Context: an optimization exercise on an open-source flow, tuned for small area, a short achievable clock period and few clock cycles. The choices shown serve that exercise and are no tape-out recipe. Function was checked by simulation only, so behaviour that the tests miss may differ from the original. Power is estimated from default activity; no workload was simulated.

## 06-25
==> flow/design.v <==
module Top(
  input wire clock,
  input wire reset_n,
  input wire start,
  input wire [127:0] M1_ReadBus1,
  output wire [15:0] M1_ReadAddress1,
  input wire [35:0] M2_ReadBus1,
  input wire [19:0] M2_ReadBus2,
  output wire [15:0] M2_ReadAddress1,
  output wire [15:0] M2_ReadAddress2,
  output wire [127:0] M2_WriteBus,
  output wire [15:0] M2_WriteAddress,
  output wire M2_WriteEnable,
  input wire [127:0] M3_ReadBus1,
  output wire [15:0] M3_ReadAddress1,
  output wire [127:0] M3_WriteBus,
  output wire [15:0] M3_WriteAddress,
  output wire M3_WriteEnable,
  output wire [127:0] M4_WriteBus,
  output wire [15:0] M4_WriteAddress,
  output wire M4_WriteEnable
  );
  localparam REPLAY = 1'b1;
  localparam [14:0] LASTW = 15'd19199;
  localparam [27:0] NPIX = 28'd307200;
  reg s_clr, s_hist, s_drain, s_lut, s_out, s_wait, s_rep;
  wire idle = !(s_clr || s_hist || s_drain || s_lut || s_out || s_wait || s_rep);
  reg [14:0] w;         
  reg [2:0]  ph;        
  reg        dc;        
  reg o_cap, o_a2, o_b2, o_a3, o_b3, o_loop;
  reg hf;               
  reg found;
  reg [7:0]  ra1, ra2;
  reg [15:0] ra3;       
  reg        pv;        
  reg        od;        
  reg [5:0]  phd;       
  reg        fwd2, fwd3;
  reg        we2, we3, m4we;
  reg [7:0]  wa2;
  reg [15:0] wa3;
  reg [14:0] m4a;
  reg [127:0] asm;
  wire [18:0] a_c3 = asm[26:8];
  wire [18:0] a_c2 = asm[67:49];
  wire [13:0] El   = asm[81:68];
  wire [13:0] Eh   = asm[95:82];
  wire [19:0] Dn   = asm[115:96];
  wire [13:0] xr   = {asm[41:40], asm[127:116]};   
  wire [7:0]  v    = {asm[48:42], asm[31]};         
  wire        cf   = asm[30];                       
  wire        cinr = asm[29];                       
  function [18:0] inc19;
    input [18:0] c;
    input ci;
    integer i;
    begin
      for (i = 0; i < 19; i = i + 1)
        inc19[i] = c[i] ^ (ci & ((c & ((19'd1 << i) - 19'd1)) == ((19'd1 << i) - 19'd1)));
    end
  endfunction
  function [14:0] add14;
    input [13:0] a, b;
    input ci;
    integer i, l;
    reg [14:0] g, p, g2, p2;
    begin
      g = {(a & b), ci};
      p = {(a ^ b), 1'b0};
      for (l = 1; l < 16; l = l * 2) begin
        g2 = g; p2 = p;
        for (i = 0; i < 15; i = i + 1)
          if ((i & l) != 0) begin
            g2[i] = g[i] | (p[i] & g[(i & ~(l - 1)) - 1]);
            p2[i] = p[i] & p[(i & ~(l - 1)) - 1];
          end
        g = g2; p = p2;
      end
      add14[13:0] = a ^ b ^ g[13:0];
      add14[14] = g[14];
    end
  endfunction
  reg [7:0] p1, p2, p3;
  always @(*) begin
    case (ph)
      3'd0: begin p1 = M1_ReadBus1[7:0];     p2 = M1_ReadBus1[15:8];    p3 = M1_ReadBus1[23:16];   end
      3'd1: begin p1 = M1_ReadBus1[31:24];   p2 = M1_ReadBus1[39:32];   p3 = M1_ReadBus1[47:40];   end
      3'd2: begin p1 = M1_ReadBus1[55:48];   p2 = M1_ReadBus1[63:56];   p3 = M1_ReadBus1[71:64];   end
      3'd3: begin p1 = M1_ReadBus1[79:72];   p2 = M1_ReadBus1[87:80];   p3 = M1_ReadBus1[95:88];   end
      3'd4: begin p1 = M1_ReadBus1[103:96];  p2 = M1_ReadBus1[111:104]; p3 = M1_ReadBus1[119:112]; end
      3'd5: begin p1 = M1_ReadBus1[127:120]; p2 = M1_ReadBus1[111:104]; p3 = M1_ReadBus1[63:56];   end
      3'd6: begin p1 = M1_ReadBus1[15:8];    p2 = M1_ReadBus1[111:104]; p3 = M1_ReadBus1[87:80];   end
      default: begin p1 = M1_ReadBus1[39:32]; p2 = M1_ReadBus1[111:104]; p3 = M1_ReadBus1[111:104]; end
    endcase
  end
  assign M1_ReadAddress1 = {1'b0, w};
  assign M2_ReadAddress1 = {8'd0, ra1};
  assign M2_ReadAddress2 = {8'd0, ra2};
  assign M3_ReadAddress1 = ra3;
  assign M2_WriteEnable  = we2;
  assign M2_WriteAddress = {8'd0, wa2};
  assign M2_WriteBus     = {92'd0, asm[67:32]};
  assign M3_WriteEnable  = we3;
  assign M3_WriteAddress = wa3;
  assign M3_WriteBus     = asm;
  assign M4_WriteEnable  = m4we;
  assign M4_WriteAddress = {1'b0, m4a};
  assign M4_WriteBus     = asm;
  wire [18:0] c2 = fwd2 ? a_c2 : M2_ReadBus1[35:17];
  wire [18:0] c3 = fwd3 ? a_c3 : M3_ReadBus1[26:8];
  wire [18:0] c2n = inc19(c2, pv);
  wire [18:0] c3n = inc19(c3, pv);
  wire [14:0] s14 = add14(hf ? Eh : El, xr, hf ? cf : cinr);
  wire loop_go = found && (v != 8'd255) && !Eh[13];
  wire e_op = o_a2 || o_b2 || o_a3 || o_b3 || (o_loop && (hf || loop_go));
  wire emit = o_loop && !hf && !loop_go;
  wire lut_end = emit && (ra1 == 8'd255);
  wire [18:0] bus_c2 = M2_ReadBus1[35:17];
  wire [18:0] bus_c3 = M3_ReadBus1[26:8];
  reg  [13:0] xn;
  reg         cn;
  always @(*) begin
    xn = Dn[13:0]; cn = 1'b0;
    if (o_cap) xn = found ? {bus_c2[5:0], 8'd0} : bus_c2[13:0];
    else if (o_a2 && !hf) xn = found ? {1'b0, a_c2[18:6]} : {9'd0, a_c2[18:14]};
    else if (o_a2 && hf) begin xn = found ? ~a_c2[13:0] : a_c3[13:0]; cn = found; end
    else if (o_b2 && !hf) begin xn = found ? {9'h1ff, ~a_c2[18:14]} : {9'd0, a_c3[18:14]}; cn = found; end
    else if (o_b2 && hf) xn = found ? {a_c3[5:0], 8'd0} : El;
    else if (o_a3 && !hf) xn = {1'b0, a_c3[18:6]};
    else if (o_a3 && hf) begin xn = ~a_c3[13:0]; cn = 1'b1; end
    else if (o_b3 && !hf) begin xn = {9'h1ff, ~a_c3[18:14]}; cn = 1'b1; end
    else if (o_loop && !hf) xn = {{8{Dn[19]}}, Dn[19:14]};
  end
  wire wlast = (w == LASTW);
  wire [14:0] w_inc = wlast ? 15'd0 : w + 15'd1;
  wire nz_next = (bus_c2 != 19'd0) || (bus_c3 != 19'd0);
  wire hist_end = s_hist && ph == 3'd7 && wlast;
  wire out_end  = s_out && ph == 3'd5 && wlast;
  always @(posedge clock or negedge reset_n) begin
    if (!reset_n) begin
      s_clr <= 1'b0; s_hist <= 1'b0; s_drain <= 1'b0; s_lut <= 1'b0;
      s_out <= 1'b0; s_wait <= 1'b0; s_rep <= 1'b0;
      w <= 15'd0; ph <= 3'd0; dc <= 1'b0;
      o_cap <= 1'b0; o_a2 <= 1'b0; o_b2 <= 1'b0; o_a3 <= 1'b0; o_b3 <= 1'b0; o_loop <= 1'b0;
      hf <= 1'b0; found <= 1'b0;
      pv <= 1'b0; od <= 1'b0; we2 <= 1'b0; we3 <= 1'b0; m4we <= 1'b0;
    end else begin
      pv <= s_hist;
      od <= s_out;
      m4we <= (od && phd[5]) || s_rep;
      we2 <= pv || emit;
      we3 <= pv || emit || s_clr || (REPLAY && od && phd[5]);
      if (start && idle) s_clr <= 1'b1;
      else if (s_clr && ra1 == 8'd255) begin s_clr <= 1'b0; s_hist <= 1'b1; end
      if (hist_end) begin s_hist <= 1'b0; s_drain <= 1'b1; end
      if (s_drain || s_wait) dc <= ~dc;
      if (s_drain && dc) begin
        s_drain <= 1'b0; s_lut <= 1'b1; o_cap <= 1'b1; hf <= 1'b0; found <= 1'b0;
      end
      if (lut_end) begin s_lut <= 1'b0; s_out <= 1'b1; end
      if (out_end) begin s_out <= 1'b0; s_wait <= 1'b1; end
      if (s_wait && dc) begin
        s_wait <= 1'b0;
        if (REPLAY) s_rep <= 1'b1; else s_hist <= 1'b1;
      end
      if (s_hist) ph <= ph + 3'd1;
      else if (s_out) ph <= (ph == 3'd5) ? 3'd0 : ph + 3'd1;
      else ph <= 3'd0;
      if ((s_hist && ph == 3'd7) || (s_out && ph == 3'd5) || s_rep) w <= w_inc;
      if (o_cap) begin
        o_cap <= 1'b0;
        if (nz_next) o_a2 <= 1'b1; else o_loop <= 1'b1;
      end
      if (o_a2 || o_b2 || o_a3 || o_b3) hf <= ~hf;
      if (o_a2 && hf) begin o_a2 <= 1'b0; o_b2 <= 1'b1; end
      if (o_b2 && hf) begin
        o_b2 <= 1'b0; found <= 1'b1;
        if (found) o_a3 <= 1'b1; else o_loop <= 1'b1;
      end
      if (o_a3 && hf) begin o_a3 <= 1'b0; o_b3 <= 1'b1; end
      if (o_b3 && hf) begin o_b3 <= 1'b0; o_loop <= 1'b1; end
      if (o_loop) begin
        if (hf) hf <= 1'b0;
        else if (loop_go) hf <= 1'b1;
        else begin o_loop <= 1'b0; if (!lut_end) o_cap <= 1'b1; end
      end
    end
  end
  wire [7:0] ra1_inc = ra1 + 8'd1;
  always @(posedge clock) begin
    phd <= {s_out && ph == 3'd5, s_out && ph == 3'd4, s_out && ph == 3'd3,
            s_out && ph == 3'd2, s_out && ph == 3'd1, s_out && ph == 3'd0};
    if ((s_out && ph == 3'd5) || s_rep) m4a <= w;
    fwd2 <= pv && (ra1 == p1);
    fwd3 <= pv && (ra3[7:0] == p3);
    if (s_clr || emit) begin
      ra1 <= ra1_inc; ra3 <= {8'd0, ra1_inc};
    end else if (s_lut) begin
    end else if (s_drain || idle) begin
      ra1 <= 8'd0; ra3 <= 16'd0;
    end else if (s_rep || (s_wait && dc && REPLAY)) begin
      ra3 <= {1'b1, s_rep ? w_inc : 15'd0};
    end else begin
      ra1 <= p1;
      ra2 <= p2;
      ra3 <= {8'd0, p3};
    end
    wa2 <= ra1;
    wa3 <= (od && phd[5]) ? {1'b1, m4a} : {8'd0, ra3[7:0]};
    if (pv || o_cap) begin
      asm[67:49] <= c2n;
      asm[26:8]  <= c3n;
    end
    if (s_clr || emit) begin
      asm[26:8] <= 19'd0; asm[67:49] <= 19'd0;
      asm[7:0] <= v; asm[39:32] <= v;
    end
    if (e_op) begin
      if (hf) asm[95:82] <= s14[13:0];
      else begin asm[81:68] <= s14[13:0]; asm[30] <= s14[14]; end
    end
    if (o_b2 && hf && !found) asm[115:96] <= {s14[5:0], El};
    if (s_lut) begin {asm[41:40], asm[127:116]} <= xn; asm[29] <= cn; end
    if (s_drain) {asm[48:42], asm[31]} <= 8'd0;
    if (o_loop && hf) {asm[48:42], asm[31]} <= v + 8'd1;
    if (s_drain) asm[95:68] <= 28'd0 - NPIX;
    if (s_rep) asm <= M3_ReadBus1;
    if (od) begin
      if (phd[0]) begin asm[7:0]     <= M2_ReadBus1[7:0]; asm[15:8]    <= M2_ReadBus2[7:0]; asm[23:16]   <= M3_ReadBus1[7:0]; end
      if (phd[1]) begin asm[31:24]   <= M2_ReadBus1[7:0]; asm[39:32]   <= M2_ReadBus2[7:0]; asm[47:40]   <= M3_ReadBus1[7:0]; end
      if (phd[2]) begin asm[55:48]   <= M2_ReadBus1[7:0]; asm[63:56]   <= M2_ReadBus2[7:0]; asm[71:64]   <= M3_ReadBus1[7:0]; end
      if (phd[3]) begin asm[79:72]   <= M2_ReadBus1[7:0]; asm[87:80]   <= M2_ReadBus2[7:0]; asm[95:88]   <= M3_ReadBus1[7:0]; end
      if (phd[4]) begin asm[103:96]  <= M2_ReadBus1[7:0]; asm[111:104] <= M2_ReadBus2[7:0]; asm[119:112] <= M3_ReadBus1[7:0]; end
      if (phd[5]) asm[127:120] <= M2_ReadBus1[7:0];
    end
  end
endmodule
export LEC_CHECK = 0
export ABC_AREA = 1
export CAP_MARGIN = 20
export CORE_AREA = 3 3 237 237
export CTS_BUF_LIST = sky130_fd_sc_hd__clkbuf_4 sky130_fd_sc_hd__clkbuf_8
export DIE_AREA = 0 0 240 240
export SETUP_SLACK_MARGIN = 5
export SLEW_MARGIN = 20
create_clock -name core_clock -period 8.0 [get_ports {clock}]
standard.sh (not shown) runs the stock make flow with config.mk's settings and CLKGATE_MAP_FILE= SYNTH_SCRIPT=/design/flow/synth_recipe.tcl, a recipe that flattens the netlist after the stock synthesis.
==> flow/flow/run.sh <==
#!/bin/bash
set -euo pipefail
bash standard.sh 'BUFFER_PORTS_ARGS=-buffer_cell sky130_fd_sc_hd__buf_1' finish > make_finish.log 2>&1
Testbench counts of 06-25, summed over its fixed seeds: cycles 2,326,192.
## Diff of input files: 06-08 against 06-25
--- a/flow/design.v
+++ b/flow/design.v
@@ -30,6 +30,10 @@
   reg        dc;        
   reg o_cap, o_a2, o_b2, o_a3, o_b3, o_loop;
   reg hf;               
+  reg cf;               
+  reg [13:0] xr;        
+  reg cinr;             
+  reg [7:0] v;
   reg found;
   reg [7:0]  ra1, ra2;
   reg [15:0] ra3;       
@@ -47,10 +51,6 @@
   wire [13:0] El   = asm[81:68];
   wire [13:0] Eh   = asm[95:82];
   wire [19:0] Dn   = asm[115:96];
-  wire [13:0] xr   = {asm[41:40], asm[127:116]};   
-  wire [7:0]  v    = {asm[48:42], asm[31]};         
-  wire        cf   = asm[30];                       
-  wire        cinr = asm[29];                       
   function [18:0] inc19;
     input [18:0] c;
     input ci;
@@ -143,7 +143,7 @@
       s_out <= 1'b0; s_wait <= 1'b0; s_rep <= 1'b0;
       w <= 15'd0; ph <= 3'd0; dc <= 1'b0;
       o_cap <= 1'b0; o_a2 <= 1'b0; o_b2 <= 1'b0; o_a3 <= 1'b0; o_b3 <= 1'b0; o_loop <= 1'b0;
-      hf <= 1'b0; found <= 1'b0;
+      hf <= 1'b0; found <= 1'b0; v <= 8'd0;
       pv <= 1'b0; od <= 1'b0; we2 <= 1'b0; we3 <= 1'b0; m4we <= 1'b0;
     end else begin
       pv <= s_hist;
@@ -156,7 +156,7 @@
       if (hist_end) begin s_hist <= 1'b0; s_drain <= 1'b1; end
       if (s_drain || s_wait) dc <= ~dc;
       if (s_drain && dc) begin
-        s_drain <= 1'b0; s_lut <= 1'b1; o_cap <= 1'b1; hf <= 1'b0; found <= 1'b0;
+        s_drain <= 1'b0; s_lut <= 1'b1; o_cap <= 1'b1; hf <= 1'b0; found <= 1'b0; v <= 8'd0;
       end
       if (lut_end) begin s_lut <= 1'b0; s_out <= 1'b1; end
       if (out_end) begin s_out <= 1'b0; s_wait <= 1'b1; end
@@ -181,7 +181,7 @@
       if (o_a3 && hf) begin o_a3 <= 1'b0; o_b3 <= 1'b1; end
       if (o_b3 && hf) begin o_b3 <= 1'b0; o_loop <= 1'b1; end
       if (o_loop) begin
-        if (hf) hf <= 1'b0;
+        if (hf) begin hf <= 1'b0; v <= v + 8'd1; end
         else if (loop_go) hf <= 1'b1;
         else begin o_loop <= 1'b0; if (!lut_end) o_cap <= 1'b1; end
       end
@@ -218,12 +218,10 @@
     end
     if (e_op) begin
       if (hf) asm[95:82] <= s14[13:0];
-      else begin asm[81:68] <= s14[13:0]; asm[30] <= s14[14]; end
+      else begin asm[81:68] <= s14[13:0]; cf <= s14[14]; end
     end
     if (o_b2 && hf && !found) asm[115:96] <= {s14[5:0], El};
-    if (s_lut) begin {asm[41:40], asm[127:116]} <= xn; asm[29] <= cn; end
-    if (s_drain) {asm[48:42], asm[31]} <= 8'd0;
-    if (o_loop && hf) {asm[48:42], asm[31]} <= v + 8'd1;
+    xr <= xn; cinr <= cn;
     if (s_drain) asm[95:68] <= 28'd0 - NPIX;
     if (s_rep) asm <= M3_ReadBus1;
     if (od) begin
==> comparison <==
Compared 06-25 against 06-08; fraction of final layout cells with drive strength greater than 1 within noise.
06-08 — total global-route track usage 0.89 points lower, 06-25 as reference
There was hardly any difference in core utilization of the finished layout between 06-25 and 06-08.
Setup slack: 06-08 less than 06-25
Per the comparison of 06-08 with 06-25, fmax fell by 0.65%; proportion of power drawn by the clock network rose 1.9 points.
Testbench counts of 06-08, summed over its fixed seeds: cycles 2,326,192.

## static timing again, ports no longer ideal
The flow's constraints put no driver on any port. The routed layouts listed below were extracted and timed again, unchanged, in two steps.
Step 1, drivers: a clkbuf_16 drives clock and a buf_2 each remaining input, both assumed.
Step 2 times the ports against the registers' clock, not the clock port: input delays grow and output delays shrink by t, the midpoint of the rising clock arrivals with the driver on.
a / b / c = ideal / step 1 / step 2; a / b = the first two.
run | t (ns) | slack for setup (ns) | latest minus earliest clock arrival (ns)
06-25 | 0.698 | 5.038 / 4.981 / 4.517 | 0.038 / 0.038
06-08 | 0.697 | 5.018 / 4.962 / 4.402 | 0.031 / 0.031
After both steps setup and hold are still met in every run listed. For 06-08, which loses most, drivers alone change the setup slack by -0.056 ns; drivers and shift together by -0.616 ns.
